Background: an optimization exercise with open tools, aiming at small area. Do not read the settings as production practice. Only simulation tests tie the RTL to the original design; equivalence was not proved. Power figures rest on the tool's default switching activity, not on a simulated workload.

===== flow/flow/run.sh =====
#!/bin/bash
# The standard layout (standard.sh) with these changes:
#  - synthesis: the standard flow's own synthesis script, with only the ABC mapping script replaced by
#    flow/abc_area.script (area-oriented mapping); registers are mapped exactly as before
#  - the smallest buffer cell for the port buffers
#  - clock tree synthesis with clkbuf_8 buffers, small clusters, without dummy loads
#  - timing-driven global placement keeps none of its trial buffering
# Each tool's output goes to the logs under orfs/logs (ORFS) and to standard_sh.log.
set -e
here=$(pwd)
{ echo 'proc abc {args} { set i [lsearch $args -script]; if {$i >= 0} { lset args [expr {$i + 1}] $::env(AREA_ABC_SCRIPT) }; yosys abc {*}$args }'
  cat synth_recipe.tcl; } > synth_area.tcl
sed "s|SYNTH_SCRIPT=[^ ]*|SYNTH_SCRIPT=$here/synth_area.tcl|" standard.sh > standard_area.sh
export AREA_ABC_SCRIPT="$here/flow/abc_area.script"
export BUFFER_PORTS_ARGS="-buffer_cell sky130_fd_sc_hd__buf_1"
export CTS_ARGS="-sink_clustering_enable -repair_clock_nets -dont_use_dummy_load -buf_list sky130_fd_sc_hd__clkbuf_8 -sink_clustering_size 12 -sink_clustering_max_diameter 60"
export GPL_KEEP_OVERFLOW=0
bash standard_area.sh > standard_sh.log 2>&1

===== flow/flow/abc_area.script =====
strash
&get -n
&st
&dch -f
&nf -p -R 1000
&put
strash
&get -n
&st
&dch -f
&nf -p -R 1000
&put
topo
stime -c
dnsize -c

===== flow/standard.sh =====
#!/bin/bash
# synth_recipe.tcl (not shown) runs the flow's synth.tcl, then flattens the netlist and writes it again
# the make line also repeats each setting of config.mk as NAME=value (left out here)
make -C /OpenROAD-flow-scripts/flow DESIGN_CONFIG=/design/flow/config.mk WORK_HOME=/design/flow/orfs CLKGATE_MAP_FILE= SYNTH_SCRIPT=/design/flow/synth_recipe.tcl "${@:-finish}"

===== flow/config.mk =====
export PLATFORM = sky130hd
export DESIGN_NAME = tot6502
export DESIGN_NICKNAME = tot6502
export VERILOG_FILES = /design/flow/design.v
export SDC_FILE = /design/flow/constraint.sdc
export NUM_CORES = 4
export LEC_CHECK = 0
export ABC_AREA = 1
export CAP_MARGIN = 20
export CORE_MARGIN = 2
export CORE_UTILIZATION = 70
export SLEW_MARGIN = 20

===== flow/constraint.sdc =====
create_clock -name core_clock -period 8.5 [get_ports {clk}]
set_input_delay 1.7000 -clock core_clock [delete_from_list [all_inputs] [get_ports {clk}]]
set_output_delay 1.7000 -clock core_clock [all_outputs]
set_load 0.01 [all_outputs]

===== flow/design.v =====
module tot6502(
	input  clk,
	input  enable,
	input  [7:0]dati,
	output [7:0]dato,
	output [15:0]addr,
	output rw,
	input  rst_n,
	input  irq_n,
	input  nmi_n,
	input  rdy
);
	function [8:0]radd(input [7:0]p, input [7:0]q, input ci);
		integer k;
		reg c;
		begin
			c = ci;
			for(k = 0; k < 8; k = k + 1) begin
				radd[k] = p[k] ^ q[k] ^ c;
				c = (p[k] & q[k]) | (c & (p[k] ^ q[k]));
			end
			radd[8] = c;
		end
	endfunction
	reg [7:0]a, x, y, sp;
	reg [7:0]dl;                            
	reg fn, fv, fd, fi, fz, fc;             
	reg [15:0]pc;
	reg [15:0]ab;                            
	reg [7:0]inst;
	reg [2:0]tctr;
	reg pb;
	reg [1:0]nmi_st;
	reg nmi_p;                               
	reg [1:0]irq_st;
	reg [1:0]brk_k;                          
	wire brk_flag = brk_k == 0;
	wire [1:0]brk_v = brk_flag ? 2'd3 : brk_k;
	reg nmi_n_st;
	wire [2:0]ia = inst[7:5];
	wire [2:0]ib = inst[4:2];
	wire [1:0]ic = inst[1:0];
	wire t0 = tctr == 0;
	wire t1 = tctr == 1;
	wire t2 = tctr == 2;
	wire t3 = tctr == 3;
	wire t4 = tctr == 4;
	wire t5 = tctr == 5;
	wire t6 = tctr == 6;
	wire t7 = tctr == 7;
	wire c0 = ic == 0;
	wire ia45 = ia[2:1] == 2;
	wire zy = ic[1] & ia45;
	wire m_indx = ib == 0 & ic[0];
	wire m_imm  = (ib == 0 & !ic[0] & (ic[1] | ia[2])) | (ib == 2 & ic[0]);
	wire m_zpg  = ib == 1;
	wire m_abs  = ib == 3 & !(c0 & ia == 3);
	wire m_rel  = ib == 4 & c0;
	wire m_indy = ib == 4 & !c0;
	wire m_zpgx = ib == 5 & !zy;
	wire m_zpgy = ib == 5 & zy;
	wire m_absy = (ib == 6 & ic[0]) | (ib == 7 & zy);
	wire m_absx = ib == 7 & !zy;
	wire m_imp2 = (ib == 2 & !ic[0] & (ic[1] | ia[2])) | (ib == 6 & !ic[0]);
	wire m_absxy = m_absx | m_absy;
	wire i_jmp_ind	= inst == 8'h6C;
	wire i_jmp_abs	= inst == 8'h4C;
	wire i_jsr		= inst == 8'h20;
	wire i_rts		= inst == 8'h60;
	wire i_rti		= inst == 8'h40;
	wire i_brk		= inst == 8'h00;
	wire i_php		= inst == 8'h08;
	wire i_pha		= inst == 8'h48;
	wire i_plp		= inst == 8'h28;
	wire i_pla		= inst == 8'h68;
	wire i_push		= i_php | i_pha;
	wire i_pull		= i_plp | i_pla;
	wire i_bra		= m_rel;
	wire i_shy		= inst == 8'h9C;
	wire i_shx		= inst == 8'h9E;
	wire i_sta		= ia == 4 & ic[0];
	wire i_stx		= ia == 4 & ic[1] & ib != 2 & ib != 6;
	wire i_sty		= ia == 4 & c0 & ib[0];
	wire i_bit		= ia == 1 & c0 & (ib == 1 | ib == 3);
	wire i_ldy		= ia == 5 & c0 & (ib[0] | ib == 0);
	wire i_cpxy		= ia[2:1] == 3 & c0 & (ib == 0 | ib == 1 | ib == 3);
	wire i_lda		= ia == 5 & ic[0];
	wire i_ldx		= ia == 5 & ic[1] & ib != 2 & ib != 6;
	wire i_spec		= ib == 2 & ic == 3;               
	wire ldm_act	= ic[1] & (ib[0] | (ic[0] & ib != 2)) & !ia45;
	wire bra_f =
	ia[2:1] == 0 ? fn :
	ia[2:1] == 1 ? fv :
	ia[2:1] == 2 ? fc : fz;
	wire bra = bra_f == ia[0];
	wire exec =
	(m_zpg & t2) |
	((m_abs | m_zpgx | m_zpgy) & t3) |
	(m_absxy & (pb ? t4 : t3)) |
	(m_indx & t5) |
	(m_indy & (pb ? t5 : t4));
	wire op_rdy = exec | (m_imm & t1);
	wire k3 = m_abs | m_zpgx;
	wire k5 = m_indx | m_indy;
	wire ldm_wre = (m_zpg & t2) | (k3 & t3) | (m_absxy & t4) | (k5 & t5);
	wire ldm_dle = (m_zpg & t3) | (k3 & t4) | (m_absxy & t5) | (k5 & t6);
	wire ldm_end = (m_zpg & t4) | (k3 & t5) | (m_absxy & t6) | (k5 & t7);
	wire [8:0]aadd;
	wire bra_pb = aadd[8] ^ dl[7];
	wire st_long = ia == 4 & (ic[0] | ib == 7) & (m_indy | m_absxy);
	wire op_end_nb =
	(ldm_act & ldm_end) |
	(st_long & (m_indy ? t5 : t4)) |
	(m_imp2 & t1) |
	((i_push | i_jmp_abs) & t2) |
	(i_pull & t3) |
	(i_jmp_ind & t4) |
	((i_jsr | i_rti | i_rts) & t5) |
	(i_brk & t6) |
	(!ldm_act & !st_long & op_rdy);
	wire op_end = op_end_nb | (i_bra & ((t1 & !bra) | (t2 & !bra_pb) | t3));
	wire nmi_req 		= nmi_p;
	wire irq_req 		= irq_st[1] == 0 & fi == 0;
	wire ie_req  		= nmi_req | irq_req;
	wire i_st = i_sta | i_stx | i_sty;
	wire st_out = (i_st & !i_shx & !i_shy) | i_pha;
	assign dato = st_out ? aa_in : dl;
	assign addr[15:0] = ab;
	wire st_end = st_long ? (m_indy ? t5 : t4) : op_rdy;
	wire t2p = tctr >= 2;
	wire t3p = tctr >= 3;
	wire s_oadr = (t2p & (m_indx | m_indy | m_zpg | m_zpgx | m_zpgy | i_rti | i_brk | i_push | i_pull |
		((i_jsr | i_rts) & !t5))) | (t3p & (m_abs | m_absxy | i_jmp_ind));
	wire s_wren = (ldm_act & (ldm_dle | ldm_end)) | (i_jsr & (t3 | t4)) | (i_push & t2) |
		(i_brk & (t2 | t3 | t4) & brk_k != 2);
	assign rw 			= !(s_wren | (i_st & !t1 & st_end));
	wire en = enable & (rdy | !rw);
	wire e_t1  = t1;
	wire e_end = op_end_nb;                     
	wire e_dl = ldm_act & ldm_dle;
	wire o_dey = inst == 8'h88;
	wire o_iny = inst == 8'hC8;
	wire o_inx = inst == 8'hE8;
	wire o_dex = inst == 8'hCA;
	wire o_tya = inst == 8'h98;
	wire o_txa = inst == 8'h8A;
	wire o_tay = inst == 8'hA8;
	wire o_tax = inst == 8'hAA;
	wire o_tsx = ia == 5 & ic[1] & ib == 6;      
	wire o_txs = inst == 8'h9A;
	wire o_sha = ic == 2 & ib == 2 & !ia[2];     
	wire o_flg = ib == 6 & c0;                   
	wire u_sub	= (ia == 7 | ia == 6);            
	wire alu_grp	= ic[0] & !ia45 & !i_spec;   
	wire x_alu	= alu_grp & e_end;
	wire x_spec	= i_spec & t1;                
	wire x_ld	= (i_lda | i_ldx | i_ldy) & op_rdy;
	wire x_cp	= i_cpxy & op_rdy;
	wire x_bit	= i_bit & op_rdy;
	wire x_pla	= i_pla & t3;
	wire ls = (e_dl & ia[2:1] == 0) | (e_t1 & o_sha & !ia[1]);              
	wire rs = (e_dl & ia[2:1] == 1) | (e_t1 & o_sha & ia[1]) | (x_spec & ia[2:1] == 1);    
	wire z_a = x_ld | x_pla;                     
	wire s_dl = e_dl;
	wire s_x  = !e_dl & ((i_cpxy & ia[0]) | o_dex | o_inx | o_txa | o_txs | (i_stx & !i_sta));
	wire s_y  = !e_dl & ((i_cpxy & !ia[0]) | o_dey | o_iny | o_tya | i_sty);
	wire s_ax = !e_dl & ((i_spec & ia == 6) | (i_stx & i_sta));
	wire s_sp = !e_dl & o_tsx & !z_a;
	wire s_a  = !(s_dl | s_x | s_y | s_ax | s_sp | z_a);
	wire [7:0]aa_in =
	({8{s_dl}} & dl) | ({8{s_x}} & x) | ({8{s_y}} & y) | ({8{s_sp}} & sp) |
	({8{s_a | s_ax}} & a & ({8{!s_ax}} | x));
	wire use_dl = alu_grp & !e_dl & ic[1];
	wire use_di = !e_dl & (i_cpxy | i_spec | i_bit | z_a | (alu_grp & !ic[1]));
	wire b_inv = (rs & !i_spec) | (e_dl & ia == 6) | i_cpxy | (i_spec & ia[2:1] == 3) | (alu_grp & u_sub & !e_dl) | o_dey | o_dex;
	wire ls_a = e_t1 & o_sha & !ia[1];
	wire ls_m = e_dl & ia[2:1] == 0;
	wire [7:0]ab_in = (({8{ls_a}} & a) | ({8{use_di}} & dati) | ({8{use_dl | ls_m}} & dl)) ^ {8{b_inv}};
	wire ac_in =
	(e_dl & ia == 7) | (ls & ia[0] & fc) | i_cpxy | o_iny | o_inx |
	(i_spec & ia == 6) | (i_spec & ia == 7 & fc) |
	(alu_grp & !e_dl & (ia == 6 | (ia[1:0] == 3 & fc)));
	wire [7:0]h = aa_in ^ ab_in;
	wire [7:0]g = aa_in & ab_in;
	reg [8:0]sum;
	integer k;
	always @* begin
		sum[0] = ac_in;
		for(k = 0; k < 8; k = k + 1)
			sum[k + 1] = g[k] | (h[k] & sum[k]);
		sum[7:0] = h ^ sum[7:0];
	end
	wire [7:0]and_v = g;
	wire sh_in = ia[0] & fc;
	wire [7:0]shv = {sh_in, g[7:1]};
	wire lg_any = x_bit | (x_alu & ia[2:1] == 0) | (x_alu & ia == 2) | (x_spec & ia[2:1] == 0);
	wire sel_h = lg_any & !x_bit & !i_spec & (ia == 0 | ia == 2);
	wire sel_g = lg_any & (ia != 2 | x_bit | i_spec);
	wire sel_sm = !(rs | lg_any);
	wire [7:0]res =
	({8{rs}} & shv) | ({8{sel_h}} & h) | ({8{sel_g}} & g) | ({8{sel_sm}} & sum[7:0]);
	wire we_a =
	(x_alu & ia != 6) | (x_spec & ia != 4 & ia != 6) | (x_ld & i_lda) | x_pla |
	(e_t1 & (o_tya | o_txa | o_sha));
	wire we_x =
	(x_ld & (i_ldx | inst == 8'hAB)) | (x_spec & ia == 6) |
	(e_t1 & (o_inx | o_dex | o_tax | o_tsx));
	wire we_y = (x_ld & i_ldy) | (e_t1 & (o_iny | o_dey | o_tay));
	wire we_zn =
	x_alu | (x_spec & ia != 4) | x_ld | x_pla | x_cp | x_bit | e_dl |
	(e_t1 & (o_inx | o_dex | o_iny | o_dey | o_tax | o_tay | o_tsx | o_tya | o_txa | o_sha));
	wire tr_a = o_tay | o_tax;
	wire n_res = x_bit ? dati[7] : res[7];
	wire z_res = res == 0;
	wire m_zp1 = m_indx | m_indy | m_zpg | m_zpgx | m_zpgy;
	wire i_stk = i_jsr | i_rts | i_rti | i_brk | i_push | i_pull;
	wire aa_bra = i_bra & t2;
	wire aa_brh = i_bra & t3;
	wire hi_inc = (t3 & m_absxy) | (t4 & m_indy);           
	wire b_idx  = (t2 & (m_absxy | m_indx | m_zpgx | m_zpgy)) | (t3 & m_indy);
	wire b_pass = (t2 & (m_abs | i_jmp_ind)) | (t4 & m_indx);
	wire b_one  = (t2 & m_indy) | hi_inc;
	wire lo_dec = i_jsr | i_push | (i_brk & !t5);
	wire sa_dl = (t2 & (m_abs | m_absxy | i_jmp_ind)) | (t3 & m_indy) | (t4 & m_indx);
	wire sa_lo = !(hi_inc | sa_dl);
	wire [7:0]ad_a =
	({8{hi_inc}} & ab[15:8]) | ({8{sa_dl}} & dl) | ({8{sa_lo}} & ab[7:0]);
	wire ix = m_indx | m_zpgx | m_absx;
	wire b_oth = !aa_bra & !b_idx & !b_pass & !b_one;
	wire ad_s = b_oth & lo_dec;
	wire [7:0]ad_b =
	({8{aa_bra}} & dl) | ({8{b_idx & ix}} & x) | ({8{b_idx & !ix}} & y) | {8{ad_s}};
	wire ad_c = b_one | (b_oth & !lo_dec);
	assign aadd = radd(ad_a, ad_b, ad_c);
	wire [8:0]pc_incl = radd(pc[7:0], 8'h00, 1'b1);
	wire [8:0]pc_inch = radd(pc[15:8], {8{aa_brh & dl[7]}}, aa_brh ? !dl[7] : pc_incl[8]);
	wire [15:0]pc_inc = {pc_inch[7:0], pc_incl[7:0]};
	wire pc_ld = (i_jmp_ind & t4) | (i_jmp_abs & t2) | (i_jsr & t5) | (i_rts & t4) | (i_rti & t5) | (i_brk & t6);
	wire pc_up = (t0 & !ie_req) | (t1 & !((ib == 0 & c0 & !ia[2] & ia != 1) | ((ib == 2 | ib == 6) & !ic[0]))) |
		(t2 & (m_abs | m_absxy)) | (i_rts & t5) | (i_brk & t1 & brk_flag);
	wire pc_upx = pc_up & !pc_ld;
	wire pc_hw = pc_ld | pc_upx | aa_brh;
	wire pc_lw = pc_ld | pc_upx | aa_bra;
	wire [7:0]pc_nvh = ({8{pc_ld}} & dati) | ({8{pc_upx | aa_brh}} & pc_inc[15:8]);
	wire [7:0]pc_nvl = ({8{pc_ld}} & dl) | ({8{pc_upx}} & pc_inc[7:0]) | ({8{aa_bra}} & aadd[7:0]);
	wire [15:0]pc_next = {pc_hw ? pc_nvh : pc[15:8], pc_lw ? pc_nvl : pc[7:0]};
	wire oadr_next = !op_end_nb & !(t4 & (i_jsr | i_rts)) &
		(s_oadr | (t1 & (m_zp1 | i_stk)) | (t2 & (m_abs | m_absxy | i_jmp_ind)));
	wire ld_dt = (t4 & m_indx) | (t2 & (m_abs | m_absxy | i_jmp_ind));
	wire ld_ad = ld_dt | (t2 & (m_indx | m_zpgx | m_zpgy)) | (t3 & m_indy) |
		(t3 & (m_indx | i_jmp_ind | i_jsr | i_rts | i_rti | i_brk)) |
		(t2 & (m_indy | i_rts | i_rti | i_brk | i_pull)) | (t4 & i_rti) | (t5 & i_brk);
	wire ld_hi = (hi_inc & pb) | (t3 & (i_shx | i_shy));
	wire [7:0]shxy = (i_shx ? x : y) & aadd[7:0];    
	wire o_sp = t1 & i_stk;
	wire o_vec = t4 & i_brk;
	wire o_zp = t1 & m_zp1;
	wire o_lw = ld_ad | o_sp | o_zp | o_vec;
	wire [7:0]oaddr_lo =
	({8{ld_ad}} & aadd[7:0]) | ({8{o_sp}} & sp) | ({8{o_zp}} & dati) |
	({8{o_vec}} & {4'hf, 1'b1, brk_v, 1'b0});
	wire o_hdi = ld_dt | (t3 & m_indy);
	wire o_shxy = t3 & (i_shx | i_shy);
	wire o_hadd = hi_inc & pb & !o_shxy;
	wire o_hw = (t1 & (m_zp1 | i_stk)) | o_hdi | o_vec | o_shxy | o_hadd;
	wire [7:0]oaddr_hi =
	{7'h00, o_sp} | {8{o_vec}} | ({8{o_hdi}} & dati) | ({8{o_shxy}} & shxy) |
	({8{o_hadd}} & aadd[7:0]);
	wire [15:0]oaddr_next = {oaddr_hi, oaddr_lo};
	wire d_di = (t3 & (m_indx | i_jmp_ind | i_rts)) | (t1 & (m_abs | m_absxy | i_bra | i_jmp_ind)) | (t2 & m_indy) |
		(t4 & i_rti) | (t5 & i_brk) | (ldm_act & ldm_wre);
	wire d_ph = (t2 & i_jsr) | (t1 & i_brk);
	wire d_pl = (t3 & i_jsr) | (t2 & i_brk);
	wire d_st = (t1 & i_php) | (t3 & i_brk);
	wire d_sp = t4 & i_jsr;
	wire dl_we = d_di | e_dl | d_ph | d_pl | d_st | o_shxy | d_sp;
	wire [7:0]dl_next =
	({8{d_di}} & dati) | ({8{e_dl}} & res) | ({8{o_shxy}} & shxy) | ({8{d_ph}} & pc_next[15:8]) |
	({8{d_pl}} & pc_next[7:0]) | ({8{d_st}} & {fn, fv, 1'b1, brk_flag | i_php, fd, fi, fz, fc}) |
	({8{d_sp}} & sp);
	wire sp_ad = (t2 & (i_push | i_pull)) | (t3 & i_rts) | (t4 & (i_rti | i_brk | i_jsr));
	wire sp_di = t1 & i_jsr;                     
	wire sp_rs = t1 & o_txs;
	wire f_pl  = t3 & (i_plp | i_rti);
	wire f_op  = e_t1 & o_flg & ia != 4;
	wire c_sum = (x_alu & (ia[1:0] == 3 | ia[2:1] == 3)) | x_cp | (x_spec & ia[2:1] == 3) | ls;
	wire c_g0  = (e_dl & ia[2:1] == 1) | (e_t1 & o_sha & ia[1]) | (x_spec & ia == 2);
	wire c_g7  = x_spec & (ia[2:1] == 0 | ia == 3);
	wire c_op  = f_op & ia[2:1] == 0;
	wire v_add = (x_alu & ia[1:0] == 3) | (x_spec & ia == 7);
	wire v_arr = x_spec & ia == 3;
	wire v_di  = x_bit | f_pl;
	wire v_clv = f_op & ia[2:1] == 2;
	wire i_op  = f_op & ia[2:1] == 1;
	wire i_bk  = t3 & i_brk;
	wire d_op  = f_op & ia[2:1] == 3;
	always @(posedge clk)
	if(enable)
	begin
		nmi_n_st <= nmi_n;
	end
	always @(posedge clk)
	if(!rst_n)
	begin
		inst 			<= 8'h00;
		brk_k			<= 2;
		fn				<= 0;
		fv				<= 0;
		fd				<= 0;
		fz				<= 0;
		fc				<= 0;
		tctr 	   	<= 1;
		nmi_p			<= 0;
		nmi_st		<= 0;
	end
		else
	if(en)
	begin
		nmi_st[1:0] <= {nmi_st[0], nmi_n_st};
		irq_st[1:0] <= {irq_st[0], irq_n};
		nmi_p <= !(t0 & nmi_p) & (nmi_p | nmi_st[1:0] == 2'b10);
		if(t0)
		begin
			inst		<= ie_req ? 8'h00 : dati;
			brk_k		<= !ie_req ? 2'd0 : nmi_req ? 2'd1 : 2'd3;
		end
		if(pc_hw)
			pc[15:8] <= pc_nvh;
		if(pc_lw)
			pc[7:0] <= pc_nvl;
		if(oadr_next ? o_hw : (pc_hw | s_oadr))
			ab[15:8] <= oadr_next ? oaddr_hi : pc_next[15:8];
		if(oadr_next ? o_lw : (pc_lw | s_oadr))
			ab[7:0] <= oadr_next ? oaddr_lo : pc_next[7:0];
		if(sp_ad | sp_di | sp_rs)
			sp <= ({8{sp_ad}} & aadd[7:0]) | ({8{sp_di}} & dati) | ({8{sp_rs}} & res);
		if((t2 & m_absxy) | (t3 & m_indy))
			pb <= aadd[8];
		if(dl_we)
			dl <= dl_next;
		if(we_a)
			a <= res;
		if(we_x)
			x <= res;
		if(we_y)
			y <= res;
		if(we_zn) begin
			fz <= z_res;
			fn <= n_res;
		end
		if(c_sum | c_g0 | c_g7 | c_op | f_pl)
			fc <= (c_sum & sum[8]) | (c_g0 & g[0]) | (c_g7 & g[7]) | (c_op & ia[0]) | (f_pl & dati[0]);
		if(v_add | v_arr | v_di | v_clv)
			fv <= (v_add & (a[7] ^ sum[7]) & (dati[7] ^ sum[7] ^ ia[2])) | (v_arr & (g[7] ^ g[6])) | (v_di & dati[6]);
		if(i_op | i_bk | f_pl)
			fi <= (i_op & ia[0]) | i_bk | (f_pl & dati[2]);
		if(d_op | f_pl)
			fd <= (d_op & ia[0]) | (f_pl & dati[3]);
		if(f_pl) begin
			fn <= dati[7];
			fz <= dati[1];
		end
		if(op_end)
		begin
			tctr <= 0;
		end
			else
			tctr <= tctr + 1;
	end
endmodule

==> flow_summary.yaml, run 1 <==
status:
  status: "complete, no violations"
sta:
  report.final.setup_viol: 0
  drv_slew: 0
  finalClockSkew_ps: 29.6
  hold_viol: 0
  min_period_over_period_pct: 94.7
  slew_headroom_pct: 23.0
  tightest_slew_ps: 1150
  grt_setup_unrepaired: "no"
  fmax_mhz: 124
  final.setup.worst_slack_ps: 452
  min_period_ps: 8050
synth:
  post_synth.cell_area_avg_um2: 8.62
  synth_mux_area_share_pct: 0.965
  ys_seq_elements: 98
  synthAdderAreaFrac_pct: 9.45
  syn_inst: 888
  synth_top_family_by_area: "compound AO/OA/AOI/OAI gates"
  synth_cell_types: 53
  synth_xor_area_share_pct: 1.72
  ys_seq_area_share_pct: 35.7
  yosys_warnings: 1
  synth_edf_count: 77
  syn_area_um2: 7650
  yosys.area_share.simple_pct: 23.1
  syn_nets: 946
  async_reset_ff_share_pct: 0
  synth_compound_area_share_pct: 26.9
  synthFlopType: "edfxtp_1"
critical_path:
  worstSetupStartpoint: "inst[5]$_SDFFE_PN0P_"
  cp-end-kind: "flip-flop"
  required_ps: 8620
  cp_max_fo: 28
  arrival_ps: 8170
  critical_path_class: "reg2reg"
  reg2reg_from: "inst[5]$_SDFFE_PN0P_"
  setup.worst_path.start_class: "flip-flop"
drt:
  m1WireLength_um: 9730
  met3_length_um: 5670
  firstDrtPassIters: 17
  ant_nets: 0
  maxUsedRoutingLayer: "met5"
  via_count: 8968
  drtIter0Drc: 2384
  wl_met2_um: 12200
  wirelength_um: 30400
  wire_per_inst_um: 28.0
  routed_via_density: 8.26
  drc: 0
flow_run:
  drv_cap: 0
layout:
  fill_cells: 754
  antenna_cells: 0
  mostFrequentLayoutCell: "nand2_1"
  layout_common_cells: "150 x nand2_1, 90 x nor2_1, 77 x edfxtp_1, 57 x a21oi_1, 54 x o21ai_0"
  drive_gt1_share_pct: 4.02
  fin_nets: 1006
  final_util_pct: 76.9
  syn_to_final_growth_pct: 7.90
clock_tree:
  clockBufferDepth: 2
  root_buffer: "clkbuf_8"
  cts.htree.levels: 3
  numCtsBuffers: 9
  cts_tree: "built"
  clkSinkCount: 98
  insertion_delay_ps: 410
  holdBufCountCts: 0
  path_clk_slew_ps: 90
grt:
  grt_pass1_wl_um: 45400
  grt_pass1_vias: 8306
  gr-total-overflow: 0
  antenna_found_initial: 0
  grt_use_total_pct: 51.3
  grt_max_degree: 31
floorplanning:
  start_util_pct: 71.2
  ioPinCount: 39
  coreArea_um2: 10700
  die_h_um: 109
  dieArea_um2: 11800
  fp.dieW_um: 109
  rows: 38
placed_design:
  dpl.hpwl_um: 21600
  gp_congestion: 1.07
  io_buffers: 38
  dp_slack_ps: -10.4
power_and_ir_drop:
  p_per_area_nw_per_um2: 134
  p_leak_nw: 2.88
  vdd_drop_max_mv: 0.104
worst_hold_path:
  min_from: "irq_st[0]$_DFFE_PP_"
  min_path_type: "reg2reg"
[power breakdown]
part / total (W) / switching, W / leakage [nW] / internal (W)
combinational: 0.000288 / 0.000200 / 1.93 / 0.0000876
clock: 0.000260 / 0.000165 / 0.0647 / 0.0000956
sequential: 0.000561 / 0.0000185 / 0.879 / 0.000543
total: 0.00111 / 0.000384 / 2.88 / 0.000726
[critical path, stage by stage (launching register included)]
cell	delay, ps
dfxtp_1	1030
nand2_1	280
o21a_1	280
o21bai_1	210
nand2_1	260
a41oi_4	330
nor2_1	330
a22o_1	380
a22o_1	210
a21oi_1	60
xnor2_1	310
fa_1	230
clkinv_1	80
fa_1	450
fa_1	460
fa_1	460
fa_1	460
fa_1	440
clkinv_1	70
fa_1	200
fa_1	470
a221oi_2	370
clkinv_1	210
nand2_1	100
nand3_1	70
[synth_stat cells (10+ instances only)]
cell | count | share of area (%)
a221oi_1 | 17 | 1.9
nand4_1 | 11 | 0.90
nor2_1 | 92 | 4.5
o21ai_0 | 58 | 3.8
nand3_1 | 41 | 2.7
fa_1 | 23 | 6.0
a22oi_1 | 34 | 3.3
nand2_1 | 150 | 7.4
ha_1 | 21 | 3.4
nand2b_1 | 10 | 0.82
nor3_1 | 27 | 1.8
edfxtp_1 | 77 | 30
a31oi_1 | 11 | 0.90
clkinv_1 | 43 | 2.1
dfxtp_1 | 21 | 5.5
nor2b_1 | 21 | 1.7
o211ai_1 | 15 | 1.5
a21oi_1 | 58 | 3.8
a222oi_1 | 44 | 5.8
[metrics by stage]
stage / instances / area, um^2 / setup TNS [ps] / power, W / hold slack, ps
finish: 1086 / 8260 / 0 / 0.00111 / 468
global route: 1086 / 8260 / 0 / 0.00113 / 482
CTS: 1082 / 8180 / 0 / 0.00108 / 477
detailed placement: 1073 / 8050 / -10.4 / 0.000835 / 440
global placement: 1066 / 7970 / -6610 / 0.000822 / 418
floorplan: 888 / 7650 / 0 / 0.000740 / 400
[state kept, by name, indices dropped and copies added (netlist names), 2 cells and up]
register / count
ab: 16
pc: 16
a: 8
dl: 8
inst: 8
sp: 8
x: 8
y: 8
tctr: 3
brk_k: 2
irq_st: 2
nmi_st: 2
[worst paths after layout]
check,endpoint,slack (ps),cells after the start
worst max-delay path,dl[7]$_DFFE_PP_,450,24
worst min-delay path,irq_st[1]$_DFFE_PP_,470,0
worst max register to register,dl[7]$_DFFE_PP_,450,24
worst min register to register,irq_st[1]$_DFFE_PP_,470,0
[logic make-up after synthesis]
kind of cell / count (synthesis)
buf+inv: 43
mux: 7
fa+ha+maj: 44
xor+xnor: 15
simple gates: 390
compound gates: 291
flops: 98
[per-layer routing]
layer	vias up	GRT usage, %
met2	1063	73.9
met4	2	28.7
met5	-	0.893
met1	3955	64.8
li1	3591	-
met3	357	21.9
[repair_timing]
action | in CTS | in global routing
cloned | 0 | 1
endpoints found under the hold margin | 0 | 0
gates resized for setup | 1 | 13
setup endpoints to repair | 1 | 9
setup buffers | 0 | 1
pin swaps | 0 | 2
[layout make-up]
cell class                      instances  area, um^2  share of cell area (%)
Multi-Input combinational cell        748        4850                    58.8
Sequential cell                        98        2740                    33.2
Timing Repair Buffer                   48         205                    2.48
Tap cell                              140         175                    2.12
Inverter                               43         161                    1.95
Clock buffer                            9         124                    1.50
==> run 2: changes to the inputs <==
==> flow/flow/abc_area.script (replaced) <==
strash
&get -n
&st
&dch -f
&nf -p -R 1000
&put
topo
stime -c
dnsize -c
--- a/flow/config.mk
+++ b/flow/config.mk
@@ -8,5 +8,5 @@
 export ABC_AREA = 1
 export CAP_MARGIN = 20
 export CORE_MARGIN = 2
-export CORE_UTILIZATION = 70
+export CORE_UTILIZATION = 60
 export SLEW_MARGIN = 20
==> run 2 against run 1 <==
Hold slack worse by 34 ps; count of clock-buffer cells in the layout stayed put; total power decreased by 1.6%; non-clock buffer count is 4 lower; flip-flop and latch count is the same; critical path type unchanged; highest routed layer is now met4.
==> flow_summary.yaml, run 2 <==
synth:
  synthFlopType: "edfxtp_1"
  ys_seq_elements: 98
  synth_area_leaders: "edfxtp_1 30%, nand2_1 6.9%, a222oi_1 6.2%"
  synth_top_area_cell: "edfxtp_1"
  synth.most_common_cell: "nand2_1"
  syn_inst: 892
  async_reset_ff_share_pct: 0
  syn_area_um2: 7750
  synth_edf_count: 77
  synth_cell_types: 51
  ys_seq_area_share_pct: 35.2
  yosys_warnings: 1
  post_synth.cell_area_avg_um2: 8.69
  synth_top_area_share_pct: 29.8
  syn_nets: 950
  synthTopCellsByCount: "142 x nand2_1, 82 x nor2_1, 77 x edfxtp_1"
layout:
  fin_nets: 1005
  layout.cells.non_filler: 1117
  mostFrequentLayoutCell: "nand2_1"
  layout_common_cells: "142 x nand2_1, 81 x nor2_1, 77 x edfxtp_1, 55 x o21ai_0"
  drive_gt1_share_pct: 3.28
  syn_to_final_growth_pct: 8.15
  fin_area_um2: 8390
  antenna_cells: 0
  reg_top3: "ab: 16 flops, pc: 16 flops"
placed_design:
  gp_congestion: 1.03
  dp_slack_ps: -163
  post_dp_cell_area_um2: 8210
  io_buffers: 38
  dpl.hpwl_um: 21600
  dpl.cell_count: 1106
drt:
  drtIter0Drc: 2093
  firstDrtPassIters: 12
  routed_via_density: 7.56
  drc: 0
  ant_nets: 0
  via_count: 8439
  wire_per_inst_um: 25.9
  wirelength_um: 28900
sta:
  final.setup.worst_slack_ps: 635
  report.final.setup_viol: 0
  hold_viol: 0
  grt_setup_unrepaired: "no"
  min_period_over_period_pct: 92.5
  tightest_slew_ps: 1170
  hold_ws_ps: 434
  min_period_ps: 7870
  setup_tns_ps: 0
  fmax_mhz: 127
  finalClockSkew_ps: 24.4
  slew_headroom_pct: 21.3
  drv_slew: 0
flow_run:
  drv_cap: 0
worst_hold_path:
  min_path_type: "reg2reg"
  holdPathStages: 0
clock_tree:
  numCtsBuffers: 9
  root_buffer: "clkbuf_8"
  insertion_delay_ps: 390
  clkSinkCount: 98
  clockBufferDepth: 2
  cts.htree.levels: 3
  holdBufCountCts: 0
  cts_tree: "built"
  path_clk_slew_ps: 100
critical_path:
  cp-end-kind: "flip-flop"
  arrival_ps: 8190
  worstPathBufferInverterCount: 3
  rrSetupSlack_ps: 630
  required_ps: 8820
  setup.worst_path.start_class: "flip-flop"
  path_depth: 27
  r2r_cells: 27
  cp_max_fo: 18
  critPathMaxStageDelay_ps: 730
  crit_slowest_cell: "dfxtp_1"
  crit_top_cell: "fa_1"
  critical_path_class: "reg2reg"
  path_delay_family: "adder cells"
power_and_ir_drop:
  vdd_drop_max_mv: 0.0736
  comb_power_share_pct: 25.4
  p_int_w: 0.000726
  clkPwrFrac_pct: 23.5
  p_leak_nw: 2.79
  seq_power_share_pct: 51.2
  p_switching_w: 0.000367
  p_sw_share_pct: 33.6
  p_per_area_nw_per_um2: 130
grt:
  grt_max_degree: 39
  gr-total-overflow: 0
  grt_pass1_wl_um: 45400
  antenna_found_initial: 0
  grt_pass1_vias: 7904
  grt_use_total_pct: 41.8
floorplanning:
  die_h_um: 118
  dieArea_um2: 13800
  start_util_pct: 61.4
  coreArea_um2: 12600
  rows: 41
  ioPinCount: 39
  fp.dieW_um: 118
status:
  status: "complete, no violations"
run 2: metal layers:
metal | track usage [%] | vias up | share of wire [%]
met5 | 0 | - | 0
met2 | 63.0 | 795 | 43
li1 | - | 3613 | -
met3 | 9.25 | 139 | 14
met4 | 19.0 | 0 | 5.0
met1 | 57.8 | 3892 | 37
run 2: final timing paths:
path,start,to
max reg2reg,inst[1]$_SDFFE_PN0P_,fz$_SDFFE_PN0P_
max,inst[1]$_SDFFE_PN0P_,fz$_SDFFE_PN0P_
min,irq_st[0]$_DFFE_PP_,irq_st[1]$_DFFE_PP_
min reg2reg,irq_st[0]$_DFFE_PP_,irq_st[1]$_DFFE_PP_
run 2: power groups by stage:
stage	Sequential (W)	Clock, W	Combinational, W
floorplan	0.000565	0	0.000167
global placement	0.000568	0	0.000246
detailed placement	0.000569	0	0.000260
CTS	0.000558	0.000251	0.000261
global route	0.000560	0.000267	0.000293
finish	0.000559	0.000256	0.000277
run 2: worst reg2reg max path, stage by stage (launching register included):
cell      delay, ps
dfxtp_1         730
or2_0           480
nand3_1         260
nand2_1         190
nand2_1         100
o21ai_0         220
nor3_2          110
a31oi_1         260
nor2b_1         130
and4b_1         190
o21ai_1         350
a222oi_1        170
xor2_1          290
fa_1            220
clkinv_1         90
fa_1            460
fa_1            470
fa_1            460
fa_1            460
fa_1            430
clkinv_1         70
fa_1            210
fa_1            470
clkinv_1         60
o21ai_0         300
nor4_1          360
nand3_1         110
a31oi_1         190
run 2: per-stage QoR:
step                utilization [%]  total power, W
CTS                            66.1         0.00107
detailed placement             65.1        0.000829
global route                   66.4         0.00112
global placement               64.3        0.000814
finish                         66.4         0.00109
floorplan                         -        0.000733
run 2: cell type report:
class / count / area (um^2)
Timing Repair Buffer: 44 / 215
Multi-Input combinational cell: 746 / 4910
Tap cell: 172 / 215
Sequential cell: 98 / 2740
Fill cell: 1126 / 4230
Inverter: 48 / 180
Clock buffer: 9 / 124
run 2: kinds of logic (layout without fill, tap and decap cells):
| kind of cell | count (synthesis) | after routing | synth area share (%) |
|---|---|---|---|
| mux | 12 | 12 | 1.63 |
| simple gates | 388 | 388 | 23.1 |
| buf+inv | 48 | 101 | 2.32 |
| fa+ha+maj | 44 | 44 | 9.33 |
| compound gates | 287 | 287 | 26.6 |
| xor+xnor | 15 | 15 | 1.69 |
| flops | 98 | 98 | 35.2 |
run 2: repair_timing:
action,CTS,global route
endpoints found under the hold margin,0,0
resized for setup,2,8
pin swaps,0,1
buffers inserted,0,2
endpoints found under the setup margin,4,13
==> run 3: changes to the inputs <==
==> flow/flow/abc_area.script (replaced) <==
strash
&get -n
&st
&dch -f
&nf -p -R 1000
&put
strash
&get -n
&st
&dch -f
&nf -p -R 1000
&put
topo
stime -c
dnsize -c
==> run 3 against run 2 <==
Still clean on timing, DRC and antenna; combinational power increased by 4%; first-iteration DRC count up 17%; flip-flop and latch count unchanged; global-route usage grew 2.6 points; core utilization fell by 0.34 points; non-clock buffer count down 2; via count is 3.6% higher; cell count down 0.36%; critical path depth is 1 lower; register-to-register slack worse by 250 ps; hold slack better by 16 ps; critical path type unchanged; critical endpoint is now dl[7]$_DFFE_PP_; largest cell class unchanged; largest power group unchanged.
==> flow_summary.yaml, run 3 <==
layout:
  fill_cells: 1071
  layout.cells.non_filler: 1113
  layout_common_cells: "150 x nand2_1, 90 x nor2_1, 77 x edfxtp_1, 57 x a21oi_1, 53 x o21ai_0"
  reg_top3: "ab: 16 flops, pc: 16 flops"
  syn_to_final_growth_pct: 8.11
  drive_gt1_share_pct: 3.72
  fin_nets: 1000
  mostFrequentLayoutCell: "nand2_1"
synth:
  ys_seq_elements: 98
  yosys_warnings: 1
  synthTopCellsByCount: "150 x nand2_1, 92 x nor2_1, 77 x edfxtp_1"
  async_reset_ff_share_pct: 0
  synth_top_area_share_pct: 30.2
  synth_cell_types: 53
  post_synth.cell_area_avg_um2: 8.62
  ys_seq_area_share_pct: 35.7
  syn_inst: 888
  synth_top_area_cell: "edfxtp_1"
  synth.most_common_cell: "nand2_1"
  synth_area_leaders: "edfxtp_1 30%, nand2_1 7.4%, fa_1 6.0%"
  syn_area_um2: 7650
  synth_edf_count: 77
  synthFlopType: "edfxtp_1"
  syn_nets: 946
sta:
  drv_slew: 0
  hold_viol: 0
  fmax_mhz: 123
  min_period_ps: 8120
  final.setup.worst_slack_ps: 380
  finalClockSkew_ps: 24.3
  tightest_slew_ps: 1120
  min_period_over_period_pct: 95.5
  report.final.setup_viol: 0
  slew_headroom_pct: 24.3
  grt_setup_unrepaired: "no"
critical_path:
  path_depth: 26
  worstSetupStartpoint: "tctr[2]$_SDFFE_PN0P_"
  r2r_end: "dl[7]$_DFFE_PP_"
  critical_path_class: "reg2reg"
  path_delay_family: "adder cells"
  required_ps: 8630
  arrival_ps: 8250
  cp-endpoint: "dl[7]$_DFFE_PP_"
  crit_top_cell: "fa_1"
  rrSetupSlack_ps: 380
  cp-end-kind: "flip-flop"
  r2r_cells: 26
  worstPathBufferInverterCount: 4
  critPathMaxStageDelay_ps: 690
  setup.worst_path.start_class: "flip-flop"
  reg2reg_from: "tctr[2]$_SDFFE_PN0P_"
  cp_max_fo: 18
  crit_slowest_cell: "nor4_2"
grt:
  met3_usage_pct: 16.0
  met1_usage_pct: 57.9
  grt_use_total_pct: 44.4
  gr-total-overflow: 0
  grt_pass1_vias: 7945
  antenna_found_initial: 0
  grt_pass1_wl_um: 45000
  grt_max_degree: 31
  top_usage_layer: "met2"
  use_met2_pct: 65.5
power_and_ir_drop:
  p_leak_nw: 2.85
  p_per_area_nw_per_um2: 133
  vdd_drop_max_mv: 0.0796
clock_tree:
  cts.htree.levels: 3
  root_buffer: "clkbuf_8"
  insertion_delay_ps: 400
  clkSinkCount: 98
  cts_tree: "built"
  numCtsBuffers: 9
  path_clk_slew_ps: 90
  holdBufCountCts: 0
  clockBufferDepth: 2
placed_design:
  dp_slack_ps: -267
  dpl.hpwl_um: 22100
  dpl.cell_count: 1101
  gp_congestion: 1.03
  io_buffers: 38
floorplanning:
  ioPinCount: 39
  coreArea_um2: 12500
  rows: 41
  die_h_um: 117
  dieArea_um2: 13700
  fp.dieW_um: 117
  start_util_pct: 61.1
status:
  status: "complete, no violations"
drt:
  drc: 0
  wirelength_um: 30500
  via_count: 8742
  routed_via_density: 7.85
  firstDrtPassIters: 13
  ant_nets: 0
  wire_per_inst_um: 27.4
  drtIter0Drc: 2446
flow_run:
  drv_cap: 0
worst_hold_path:
  min_path_type: "reg2reg"
## run 3: worst min-delay path by stage
stage	startpoint	end	slack [ps]	depth (start not counted)
after floorplan	irq_st[0]$_DFFE_PP_	irq_st[1]$_DFFE_PP_	400	0
after global placement	irq_st[0]$_DFFE_PP_	irq_st[1]$_DFFE_PP_	420	0
after detailed placement	irq_st[0]$_DFFE_PP_	irq_st[1]$_DFFE_PP_	420	0
after CTS	irq_st[0]$_DFFE_PP_	irq_st[1]$_DFFE_PP_	460	0
after global routing	irq_st[0]$_DFFE_PP_	irq_st[1]$_DFFE_PP_	470	0
final	irq_st[0]$_DFFE_PP_	irq_st[1]$_DFFE_PP_	450	0
## run 3: area by class of cell
| type | instances | area [um^2] | share of cell area [%] |
|---|---|---|---|
| well taps | 172 | 215 | 2.60 |
| clock buffers | 9 | 124 | 1.50 |
| multi-input cells | 748 | 4860 | 58.7 |
| diodes | 1 | 2.50 | 0.0302 |
| flip-flops and latches | 98 | 2740 | 33.1 |
| repair buffers | 42 | 173 | 2.09 |
| inverters | 43 | 161 | 1.95 |
## run 3: per-stage QoR
step / area [um^2] / total power (W) / util, % / hold slack, ps / TNS, ps
floorplan: 7650 / 0.000740 / - / 400 / 0
global route: 8270 / 0.00113 / 66.1 / 472 / 0
global placement: 8010 / 0.000827 / 64.0 / 419 / -16830
finish: 8270 / 0.00110 / 66.1 / 450 / 0
detailed placement: 8070 / 0.000837 / 64.5 / 422 / -771
CTS: 8220 / 0.00108 / 65.7 / 456 / 0
## run 3: kinds of logic (layout without fill, tap and decap cells)
kind of cell / count (synthesis) / count (layout) / synth area share [%]
and+or+nand+nor: 390 / 390 / 23.1
AOI/OAI and AO/OA: 291 / 292 / 26.9
DFF: 98 / 98 / 35.7
adders and majority gates: 44 / 44 / 9.45
buffers and inverters: 43 / 94 / 2.11
xor gates and xnor gates: 15 / 15 / 1.72
muxes: 7 / 7 / 0.965
other: 0 / 1 / 0
## run 3: what timing repair did
item                                    in CTS  in global routing
resized for setup                            4                 12
gates cloned                                 1                  0
pin swaps                                    1                  1
buffers inserted                             0                  1
endpoints found under the setup margin       7                  8
## run 3: layer usage
layer | part of all wire (%) | up-vias
met5 | 0 | -
met4 | 6.4 | 0
met1 | 34 | 3952
li1 | - | 3581
met2 | 41 | 962
met3 | 18 | 247
## run 3: where the power goes
part           internal, W  switching [W]  total [W]
Sequential        0.000543      0.0000189   0.000562
Combinational    0.0000873       0.000201   0.000288
Clock            0.0000952       0.000157   0.000252
Total             0.000725       0.000377    0.00110
==> run 4: changes to the inputs <==
==> flow/flow/abc_area.script (replaced) <==
strash
&get -n
&st
&dch -f
&nf -p -R 1000 -F 8 -A 4
&put
strash
&get -n
&st
&dch -f
&nf -p -R 1000 -F 8 -A 4
&put
topo
stime -c
dnsize -c
==> run 4 against run 3 <==
Total power down 1.6%; clock skew down 0.57 ps; flip-flop and latch count unchanged; fmax up 0.12%; sequential power about the same; register-to-register slack about the same; final area down 0.15%; die area down 0.47%; clock power about the same; largest power group unchanged; highest routed layer unchanged.
==> flow_summary.yaml, run 4 <==
floorplanning:
  rows: 41
  coreArea_um2: 12500
  ioPinCount: 39
  dieArea_um2: 13600
  start_util_pct: 60.8
  fp.dieW_um: 117
  die_h_um: 117
synth:
  synth_cell_types: 53
  synth.most_common_cell: "nand2_1"
  synth_edf_count: 77
  syn_area_um2: 7620
  ys_seq_elements: 98
  syn_inst: 863
  async_reset_ff_share_pct: 0
  synthTopCellsByCount: "113 x nand2_1, 102 x nor2_1, 77 x edfxtp_1"
  syn_nets: 921
  synth_top_area_share_pct: 30.4
  yosys_warnings: 1
  synthFlopType: "edfxtp_1"
  synth_top_area_cell: "edfxtp_1"
  post_synth.cell_area_avg_um2: 8.83
  ys_seq_area_share_pct: 35.9
  synth_area_leaders: "edfxtp_1 30%, fa_1 6.0%, nand2_1 5.6%"
critical_path:
  rrSetupSlack_ps: 390
  required_ps: 8750
  cp_max_fo: 19
  critical_path_class: "reg2reg"
  crit_top_cell: "fa_1"
  arrival_ps: 8360
  setup.worst_path.start_class: "flip-flop"
  r2r_cells: 27
  reg2reg_from: "inst[1]$_SDFFE_PN0P_"
  crit_slowest_cell: "fa_1"
  critPathMaxStageDelay_ps: 500
  r2r_end: "fn$_SDFFE_PN0P_"
  cp-end-kind: "flip-flop"
clock_tree:
  clkSinkCount: 98
  path_clk_slew_ps: 90
  numCtsBuffers: 9
  cts.htree.levels: 3
  insertion_delay_ps: 390
  postCtsSetupBuffers: 0
  clockBufferDepth: 2
  root_buffer: "clkbuf_8"
  cts_tree: "built"
worst_hold_path:
  holdPathStages: 0
  min_path_type: "reg2reg"
  min_to: "irq_st[1]$_DFFE_PP_"
  min_from: "irq_st[0]$_DFFE_PP_"
grt:
  grt_use_total_pct: 43.9
  antenna_found_initial: 0
  grt_pass1_vias: 7859
  gr-total-overflow: 0
  grt_pass1_wl_um: 44800
  grt_max_degree: 32
flow_run:
  drv_cap: 0
drt:
  drtIter0Drc: 2080
  wirelength_um: 30000
  firstDrtPassIters: 11
  wire_per_inst_um: 27.5
  drc: 0
  ant_nets: 0
  via_count: 8551
  routed_via_density: 7.86
power_and_ir_drop:
  finalPower_w: 0.00108
  vdd_drop_max_mv: 0.0686
  p_leak_nw: 2.79
  p_per_area_nw_per_um2: 131
layout:
  antenna_cells: 0
  reg_top3: "ab: 16 flops, pc: 16 flops"
  fill_cells: 1061
  fin_nets: 976
  layout_common_cells: "113 x nand2_1, 99 x nor2_1, 77 x edfxtp_1, 49 x clkinv_1, 49 x a21oi_1"
  layout.cells.non_filler: 1088
  mostFrequentLayoutCell: "nand2_1"
  fin_area_um2: 8260
  syn_to_final_growth_pct: 8.48
  drive_gt1_share_pct: 4.37
sta:
  finalClockSkew_ps: 23.7
  hold_viol: 0
  fmax_mhz: 123
  drv_slew: 0
  min_period_ps: 8110
  hold_ws_ps: 437
  min_period_over_period_pct: 95.4
  grt_setup_unrepaired: "no"
  report.final.setup_viol: 0
  slew_headroom_pct: 15.3
  tightest_slew_ps: 1260
placed_design:
  post_dp_cell_area_um2: 8060
  gp_congestion: 0.994
  dpl.hpwl_um: 21700
  dpl.cell_count: 1079
  io_buffers: 38
status:
  status: "complete, no violations"
-- run 4: cell types whose count changed after synthesis, sizes merged, moves of 10 or more --
cell | before | now
nand2 | 150 | 113
a221o | 6 | 17
a31oi | 11 | 22
nor2 | 92 | 102
o21ai | 58 | 48
-- run 4: routing by layer --
metal | wire (um) | GRT usage, % | vias up | part of all wire [%]
met5 | 0 | 0 | - | 0
met4 | 1790 | 21.0 | 0 | 6.0
met3 | 4910 | 12.2 | 199 | 16
met2 | 12500 | 65.4 | 900 | 42
met1 | 10800 | 59.3 | 3919 | 36
li1 | - | - | 3533 | -
-- run 4: power breakdown --
group | switching [W] | internal (W)
logic | 0.000188 | 0.0000868
registers | 0.0000177 | 0.000542
clock network | 0.000155 | 0.0000953
total | 0.000361 | 0.000724
-- run 4: per-stage QoR --
| step | setup TNS (ps) | setup WS [ps] | utilization [%] |
|---|---|---|---|
| 3_3_place_gp | -9040 | -819 | 63.7 |
| 4_1_cts | 0 | 25.7 | 65.5 |
| 6_report | 0 | 390 | 66.0 |
| 3_5_place_dp | -1780 | -331 | 64.4 |
| 5_1_grt | 0 | 14.0 | 66.0 |
| 2_1_floorplan | 0 | 1060 | - |
-- run 4: final cells by class --
type,count,area (um^2),share of cell area [%]
clock buffers,9,124,1.50
flip-flops and latches,98,2740,33.2
well taps,172,215,2.60
inverters,49,184,2.23
multi-input cells,716,4810,58.2
repair buffers,44,189,2.29
-- run 4: cell families (layout without fill, tap and decap cells) --
family / Yosys count / after routing / share of synthesized area [%]
adder cells (fa/ha/maj): 44 / 44 / 9.50
AND/OR/NAND/NOR: 347 / 347 / 20.5
flip-flops: 98 / 98 / 35.9
buffers and inverters: 49 / 102 / 2.42
multiplexers: 9 / 9 / 1.23
XOR/XNOR: 15 / 15 / 1.73
AO/OA/AOI/OAI: 301 / 301 / 28.8
-- run 4: worst max-delay path by stage --
| stage | depth (start not counted) | slack [ps] | to | startpoint |
|---|---|---|---|---|
| global route | 28 | 10 | fn$_SDFFE_PN0P_ | tctr[0]$_SDFFE_PN1P_ |
| floorplan | 27 | 1060 | fn$_SDFFE_PN0P_ | inst[1]$_SDFFE_PN0P_ |
| finish | 27 | 390 | fn$_SDFFE_PN0P_ | inst[1]$_SDFFE_PN0P_ |
| CTS | 26 | 30 | fn$_SDFFE_PN0P_ | inst[4]$_SDFFE_PN0P_ |
| global placement | 25 | -820 | fn$_SDFFE_PN0P_ | inst[4]$_SDFFE_PN0P_ |
| detailed placement | 27 | -330 | fn$_SDFFE_PN0P_ | tctr[2]$_SDFFE_PN0P_ |
-- run 4: timing repair --
item,CTS,global route
resized for setup,4,13
pin swaps,0,2
setup endpoints to repair,9,10
hold buffers,0,0
-- run 4: critical path: cells and delay by family, from the launching register on --
family                     cells  cell delay [ps]
muxes                          1              170
xor gates and xnor gates       1              190
adders and majority gates      8             3310
buffers and inverters          4              420
and+or+nand+nor                5             1410
AOI/OAI and AO/OA              8             1990
DFF                            1              450
==> run 5: changes to the inputs <==
==> flow/flow/run.sh (replaced) <==
#!/bin/bash
# The standard layout (standard.sh) with these changes:
#  - synthesis: the standard flow's own synthesis script, with only the ABC mapping script replaced by
#    flow/abc_area.script (area-oriented mapping); registers are mapped exactly as before
#  - the smallest buffer cell for the port buffers
#  - clock tree synthesis without dummy loads
#  - timing-driven global placement keeps none of its trial buffering
# Each tool's output goes to the logs under orfs/logs (ORFS) and to standard_sh.log.
set -e
here=$(pwd)
{ echo 'proc abc {args} { set i [lsearch $args -script]; if {$i >= 0} { lset args [expr {$i + 1}] $::env(AREA_ABC_SCRIPT) }; yosys abc {*}$args }'
  cat synth_recipe.tcl; } > synth_area.tcl
sed "s|SYNTH_SCRIPT=[^ ]*|SYNTH_SCRIPT=$here/synth_area.tcl|" standard.sh > standard_area.sh
export AREA_ABC_SCRIPT="$here/flow/abc_area.script"
export BUFFER_PORTS_ARGS="-buffer_cell sky130_fd_sc_hd__buf_1"
export CTS_ARGS="-sink_clustering_enable -repair_clock_nets -dont_use_dummy_load"
export GPL_KEEP_OVERFLOW=0
bash standard_area.sh > standard_sh.log 2>&1
==> flow/flow/abc_area.script (replaced) <==
strash
&get -n
&st
&dch -f
&nf -p -R 1000
&put
topo
stime -c
dnsize -c
==> run 5 against run 4 <==
Critical endpoint is now fz$_SDFFE_PN0P_; area after synthesis grew 1.8%; routed wire length shrank 2.6%; sequential share of layout area shrank 0.85 points; clock power grew 44%; count of clock-buffer cells in the layout is the same; clock skew shrank 5.8 ps; synthesized cell count grew 3.4%; still clean on timing, DRC and antenna; setup slack gained 240 ps; global-route usage shrank 1.8 points; sequential power is essentially flat; cell count grew 2.7%.
==> flow_summary.yaml, run 5 <==
floorplanning:
  die_h_um: 118
  ioPinCount: 39
  dieArea_um2: 13800
  fp.dieW_um: 118
  start_util_pct: 61.4
  coreArea_um2: 12600
  rows: 41
placed_design:
  dpl.hpwl_um: 21600
  dp_slack_ps: -163
  gp_congestion: 1.03
  io_buffers: 38
  post_dp_cell_area_um2: 8210
clock_tree:
  cts_tree: "built"
  clkSinkCount: 98
  cts.htree.levels: 3
  numCtsBuffers: 9
  clockBufferDepth: 2
  insertion_delay_ps: 360
  holdBufCountCts: 0
  root_buffer: "clkbuf_16"
  path_clk_slew_ps: 70
sta:
  finalClockSkew_ps: 17.9
  final.setup.worst_slack_ps: 629
  min_period_ps: 7870
  slew_headroom_pct: 24.2
  setup_tns_ps: 0
  tightest_slew_ps: 1120
  min_period_over_period_pct: 92.6
  fmax_mhz: 127
  drv_slew: 0
  report.final.setup_viol: 0
  grt_setup_unrepaired: "no"
  hold_viol: 0
synth:
  synth_top_area_share_pct: 29.8
  syn_inst: 892
  synthTopCellsByCount: "142 x nand2_1, 82 x nor2_1, 77 x edfxtp_1"
  synth_area_leaders: "edfxtp_1 30%, nand2_1 6.9%, a222oi_1 6.2%"
  ys_seq_elements: 98
  synth.most_common_cell: "nand2_1"
  yosys_warnings: 1
  synthFlopType: "edfxtp_1"
  ys_seq_area_share_pct: 35.2
  async_reset_ff_share_pct: 0
  synth_cell_types: 51
  syn_nets: 950
  synth_edf_count: 77
  syn_area_um2: 7750
  synth_top_area_cell: "edfxtp_1"
  post_synth.cell_area_avg_um2: 8.69
drt:
  firstDrtPassIters: 14
  wire_per_inst_um: 26.1
  drc: 0
  via_count: 8463
  wirelength_um: 29200
  drtIter0Drc: 2214
  ant_nets: 0
  routed_via_density: 7.58
critical_path:
  crit_top_cell: "fa_1"
  r2r_cells: 24
  setup.worst_path.start_class: "flip-flop"
  cp_max_fo: 24
  path_depth: 24
  required_ps: 8790
  cp_cell_sequence: "nor2b_1, nand2_1, a21o_1, a221oi_1, a21boi_4, buf_16, a2111oi_0, and3_1, xor2_1, fa_1, clkinv_1, fa_1, fa_1, fa_1, fa_1, fa_1, clkinv_1, fa_1, fa_1, clkinv_1, o21ai_0, nor4_1, nand3_1, a31oi_1"
  arrival_ps: 8160
  cp-end-kind: "flip-flop"
  critical_path_class: "reg2reg"
  worstPathBufferInverterCount: 4
  crit_slowest_cell: "dfxtp_2"
  critPathMaxStageDelay_ps: 590
  rrSetupSlack_ps: 630
  path_delay_family: "adder cells"
power_and_ir_drop:
  p_switching_w: 0.000381
  clkPwrFrac_pct: 30.1
  p_leak_nw: 2.83
  p_per_area_nw_per_um2: 141
  vdd_drop_max_mv: 0.0966
  comb_power_share_pct: 23.2
  p_int_w: 0.000818
  finalPower_w: 0.00120
  seq_power_share_pct: 46.7
  p_sw_share_pct: 31.8
grt:
  grt_max_degree: 39
  antenna_found_initial: 0
  grt_pass1_vias: 7908
  grt_use_total_pct: 42.1
  gr-total-overflow: 0
  grt_pass1_wl_um: 45700
layout:
  fin_nets: 1005
  fin_area_um2: 8490
  reg_top3: "ab: 16 flops, pc: 16 flops"
  antenna_cells: 0
  drive_gt1_share_pct: 3.28
  syn_to_final_growth_pct: 9.46
  layout_common_cells: "142 x nand2_1, 81 x nor2_1, 77 x edfxtp_1, 55 x o21ai_0"
  mostFrequentLayoutCell: "nand2_1"
  final_util_pct: 67.3
status:
  status: "complete, no violations"
worst_hold_path:
  holdPathStages: 0
  min_path_type: "reg2reg"
flow_run:
  drv_cap: 0
[run 5: changes by cell type in the layout (fill, tap and decap cells not counted), sizes merged, moves of 9 or more]
cell | before | now
a222oi | 37 | 48
a221oi | 19 | 10
nand2 | 113 | 142
o21ai | 48 | 63
nor2 | 102 | 82
a21oi | 51 | 36
[run 5: path summary, 6_finish.rpt]
kind | startpoint | end
worst max register to register | inst[7]$_SDFFE_PN0P_ | fz$_SDFFE_PN0P_
worst min-delay path | irq_st[0]$_DFFE_PP_ | irq_st[1]$_DFFE_PP_
worst max-delay path | inst[7]$_SDFFE_PN0P_ | fz$_SDFFE_PN0P_
worst min register to register | irq_st[0]$_DFFE_PP_ | irq_st[1]$_DFFE_PP_
[run 5: timing repair]
action	CTS	global route
buffers inserted	0	2
pin swaps	0	1
hold endpoints to repair	0	0
resized for setup	2	8
endpoints found under the setup margin	4	13
[run 5: layout make-up]
type / instances / area, um^2
Clock buffer: 9 / 225
Timing Repair Buffer: 44 / 215
Inverter: 48 / 180
Tap cell: 172 / 215
Sequential cell: 98 / 2740
Multi-Input combinational cell: 746 / 4910
Fill cell: 1112 / 4130
[run 5: per-layer routing]
metal  track usage (%)  vias up  wire length, um  share of wire, %
met5                 0        -                0                 0
met4              18.0        0             1390               4.8
met3              10.2      138             4400                15
met2              64.4      831            12800                44
met1              57.2     3871            10600                36
li1                  -     3623                -                 -
[run 5: logic make-up (layout without fill, tap and decap cells)]
logic type	Yosys count	in the layout	synth area share (%)
buffers and inverters	48	101	2.32
flip-flops	98	98	35.2
XOR/XNOR	15	15	1.69
adder cells (fa/ha/maj)	44	44	9.33
AO/OA/AOI/OAI	287	287	26.6
multiplexers	12	12	1.63
AND/OR/NAND/NOR	388	388	23.1
[run 5: power by group through the flow]
stage                     logic [W]  registers, W  clock network (W)
after floorplan            0.000167      0.000565                  0
after global placement     0.000246      0.000568                  0
after detailed placement   0.000260      0.000569                  0
after CTS                  0.000262      0.000559           0.000355
after global routing       0.000293      0.000561           0.000368
final                      0.000278      0.000560           0.000361
[run 5: stage by stage]
| stage | hold WS, ps | instances |
|---|---|---|
| 2_1_floorplan | 400 | 892 |
| 3_3_place_gp | 419 | 1102 |
| 3_5_place_dp | 418 | 1106 |
| 4_1_cts | 436 | 1115 |
| 5_1_grt | 442 | 1117 |
| 6_report | 429 | 1117 |
==> run 6: changes to the inputs <==
--- a/flow/flow/run.sh
+++ b/flow/flow/run.sh
@@ -4,6 +4,7 @@
 #    flow/abc_area.script (area-oriented mapping); registers are mapped exactly as before
 #  - the smallest buffer cell for the port buffers
 #  - clock tree synthesis without dummy loads
+#  - power recovery (downsizing cells off the critical paths) after global routing
 #  - timing-driven global placement keeps none of its trial buffering
 # Each tool's output goes to the logs under orfs/logs (ORFS) and to standard_sh.log.
 set -e
@@ -14,5 +15,6 @@
 export AREA_ABC_SCRIPT="$here/flow/abc_area.script"
 export BUFFER_PORTS_ARGS="-buffer_cell sky130_fd_sc_hd__buf_1"
 export CTS_ARGS="-sink_clustering_enable -repair_clock_nets -dont_use_dummy_load"
+export RECOVER_POWER=100
 export GPL_KEEP_OVERFLOW=0
 bash standard_area.sh > standard_sh.log 2>&1
==> run 6 against run 5 <==
Now fails the layout checks on capacitance limit, slew limit; global-route usage did not move; flip-flop and latch count did not move; register-to-register slack improved by 30 ps; clock power barely moved; largest power group unchanged; critical path type unchanged; total power fell by 0.30%; fmax rose by 0.42%; via count rose by 0.90%; critical path depth rose by 3.
==> flow_summary.yaml, run 6 <==
worst_hold_path:
  min_to: "irq_st[1]$_DFFE_PP_"
  min_from: "irq_st[0]$_DFFE_PP_"
  min_path_type: "reg2reg"
  holdPathStages: 0
sta:
  finalClockSkew_ps: 18.0
  slew_headroom_pct: -35.4
  hold_viol: 0
  grt_setup_unrepaired: "no"
  hold_ws_ps: 429
  min_period_ps: 7840
  tightest_slew_ps: 2010
  drv_slew: 18
  fmax_mhz: 128
  min_period_over_period_pct: 92.2
  report.final.setup_viol: 0
clock_tree:
  clockBufferDepth: 2
  root_buffer: "clkbuf_16"
  cts.htree.levels: 3
  clkSinkCount: 98
  numCtsBuffers: 9
  insertion_delay_ps: 360
  path_clk_slew_ps: 70
  cts_tree: "built"
synth:
  synth.most_common_cell: "nand2_1"
  synth_top_area_share_pct: 29.8
  syn_nets: 950
  post_synth.cell_area_avg_um2: 8.69
  synth_area_leaders: "edfxtp_1 30%, nand2_1 6.9%, a222oi_1 6.2%"
  synth_top_area_cell: "edfxtp_1"
  syn_area_um2: 7750
  synthTopCellsByCount: "142 x nand2_1, 82 x nor2_1, 77 x edfxtp_1"
  synthFlopType: "edfxtp_1"
  synth_edf_count: 77
  ys_seq_area_share_pct: 35.2
  syn_inst: 892
  synth_cell_types: 51
  ys_seq_elements: 98
  async_reset_ff_share_pct: 0
  yosys_warnings: 1
drt:
  wire_per_inst_um: 26.2
  drtIter0Drc: 2169
  routed_via_density: 7.64
  ant_nets: 0
  via_count: 8539
  firstDrtPassIters: 11
  wirelength_um: 29200
  drc: 0
critical_path:
  required_ps: 8790
  path_delay_family: "adder cells"
  setup.worst_path.start_class: "flip-flop"
  arrival_ps: 8120
  worstSetupStartpoint: "inst[1]$_SDFFE_PN0P_"
  r2r_cells: 27
  worstPathBufferInverterCount: 3
  critical_path_class: "reg2reg"
  cp_max_fo: 18
  critPathMaxStageDelay_ps: 710
  rrSetupSlack_ps: 660
  reg2reg_from: "inst[1]$_SDFFE_PN0P_"
  crit_slowest_cell: "dfxtp_1"
  cp-end-kind: "flip-flop"
  crit_top_cell: "fa_1"
  r2r_end: "fz$_SDFFE_PN0P_"
grt:
  grt_max_degree: 39
  grt_pass1_wl_um: 45700
  grt_pass1_vias: 7908
  grt_use_total_pct: 42.1
  gr-total-overflow: 0
  antenna_found_initial: 0
floorplanning:
  ioPinCount: 39
  coreArea_um2: 12600
  rows: 41
  dieArea_um2: 13800
  fp.dieW_um: 118
  die_h_um: 118
  start_util_pct: 61.4
layout:
  syn_to_final_growth_pct: 9.21
  layout_common_cells: "142 x nand2_1, 81 x nor2_1, 77 x edfxtp_1, 56 x o21ai_0"
  mostFrequentLayoutCell: "nand2_1"
  final_util_pct: 67.1
  fin_nets: 1005
  layout.cells.non_filler: 1117
  fin_area_um2: 8470
  fill_cells: 1119
  drive_gt1_share_pct: 2.86
  antenna_cells: 0
  reg_top3: "ab: 16 flops, pc: 16 flops"
flow_run:
  drv_cap: 1
placed_design:
  post_dp_cell_area_um2: 8210
  gp_congestion: 1.03
  io_buffers: 38
  dpl.cell_count: 1106
  dpl.hpwl_um: 21600
power_and_ir_drop:
  p_per_area_nw_per_um2: 141
  vdd_drop_max_mv: 0.0954
  finalPower_w: 0.00120
  p_leak_nw: 2.82
status:
  violations: "capacitance limit, slew limit"
  status: "finished with violations"
==> run 6: cell families (layout without fill, tap and decap cells) <==
family	Yosys count	after routing	share of synthesized area [%]
mux	12	12	1.63
fa+ha+maj	44	44	9.33
flops	98	98	35.2
buf+inv	48	101	2.32
simple gates	388	388	23.1
xor+xnor	15	15	1.69
compound gates	287	287	26.6
==> run 6: power breakdown <==
group	switching, W	internal [W]	leakage (nW)
clock network	0.000172	0.000187	0.111
registers	0.0000176	0.000542	0.887
logic	0.000188	0.0000881	1.83
total	0.000378	0.000817	2.82
==> run 6: final cells by class <==
type                            count  area, um^2  area share (%)
Inverter                           48         180            2.13
Sequential cell                    98        2740            32.4
Timing Repair Buffer               44         211            2.50
Tap cell                          172         215            2.54
Multi-Input combinational cell    746        4890            57.8
Clock buffer                        9         225            2.66
==> run 6: layer usage <==
layer  vias up  GRT usage (%)  share of wire [%]  wire length (um)
met2       854           64.4                 44             12800
met3       148           10.2                 15              4390
met5         -              0                  0                 0
li1       3622              -                  -                 -
met4         0           18.0                5.1              1490
met1      3915           57.2                 36             10600
==> run 6: worst register-to-register path, delay by kind of cell (launching register included) <==
kind	cells	cell delay, ps
DFF	1	710
adders and majority gates	8	3180
AOI/OAI and AO/OA	6	1470
xor gates and xnor gates	1	290
and+or+nand+nor	9	1920
buffers and inverters	3	220
==> run 6: timing repair <==
action                     4_1_cts  5_1_grt
hold buffers                     0        0
gates resized for setup          2        8
setup buffers                    0        2
pin swaps                        0        1
hold endpoints to repair         0        0
setup endpoints to repair        4       13
==> run 6: through the flow <==
| stage | setup slack, ps | setup TNS (ps) |
|---|---|---|
| after detailed placement | -163 | -324 |
| final | 662 | 0 |
| after floorplan | 245 | 0 |
| after global routing | 71.3 | 0 |
| after CTS | 124 | 0 |
| after global placement | -2310 | -48190 |
==> run 6: how the worst max path moves through the flow <==
stage	to	slack [ps]	cells past startpoint
floorplan	sp[7]$_DFFE_PP_	240	22
global placement	fz$_SDFFE_PN0P_	-2310	24
detailed placement	fz$_SDFFE_PN0P_	-160	27
CTS	fz$_SDFFE_PN0P_	120	26
global route	fz$_SDFFE_PN0P_	70	27
finish	fz$_SDFFE_PN0P_	660	27

[what the ideal ports hide]
Ports are ideal in the flow. The routed layouts listed here were re-timed in OpenROAD.
Step 1 (the two cells are an assumption about what drives the block):
set clk [get_ports {clk}]
set_driving_cell -lib_cell sky130_fd_sc_hd__clkbuf_16 $clk
set_driving_cell -lib_cell sky130_fd_sc_hd__buf_2 [delete_from_list [all_inputs] $clk]
Step 2 times the ports against the registers' clock, not the clock port: input delays grow and output delays shrink by t, the midpoint of the rising clock arrivals with the driver on.
a / b / c = ideal / step 1 / step 2; a / b = the first two.
run	shift t [ns]	setup WS [ns]	worst hold slack (ns)
run 1	0.433	0.452 / 0.452 / 0.452	0.468 / 0.468 / 0.468
run 2	0.419	0.635 / 0.635 / 0.635	0.434 / 0.434 / 0.434
run 3	0.431	0.380 / 0.380 / 0.380	0.450 / 0.450 / 0.450
run 4	0.419	0.390 / 0.390 / 0.390	0.437 / 0.437 / 0.437
run 5	0.397	0.629 / 0.629 / 0.629	0.429 / 0.429 / 0.429
run 6	0.394	0.662 / 0.662 / 0.662	0.429 / 0.429 / 0.429
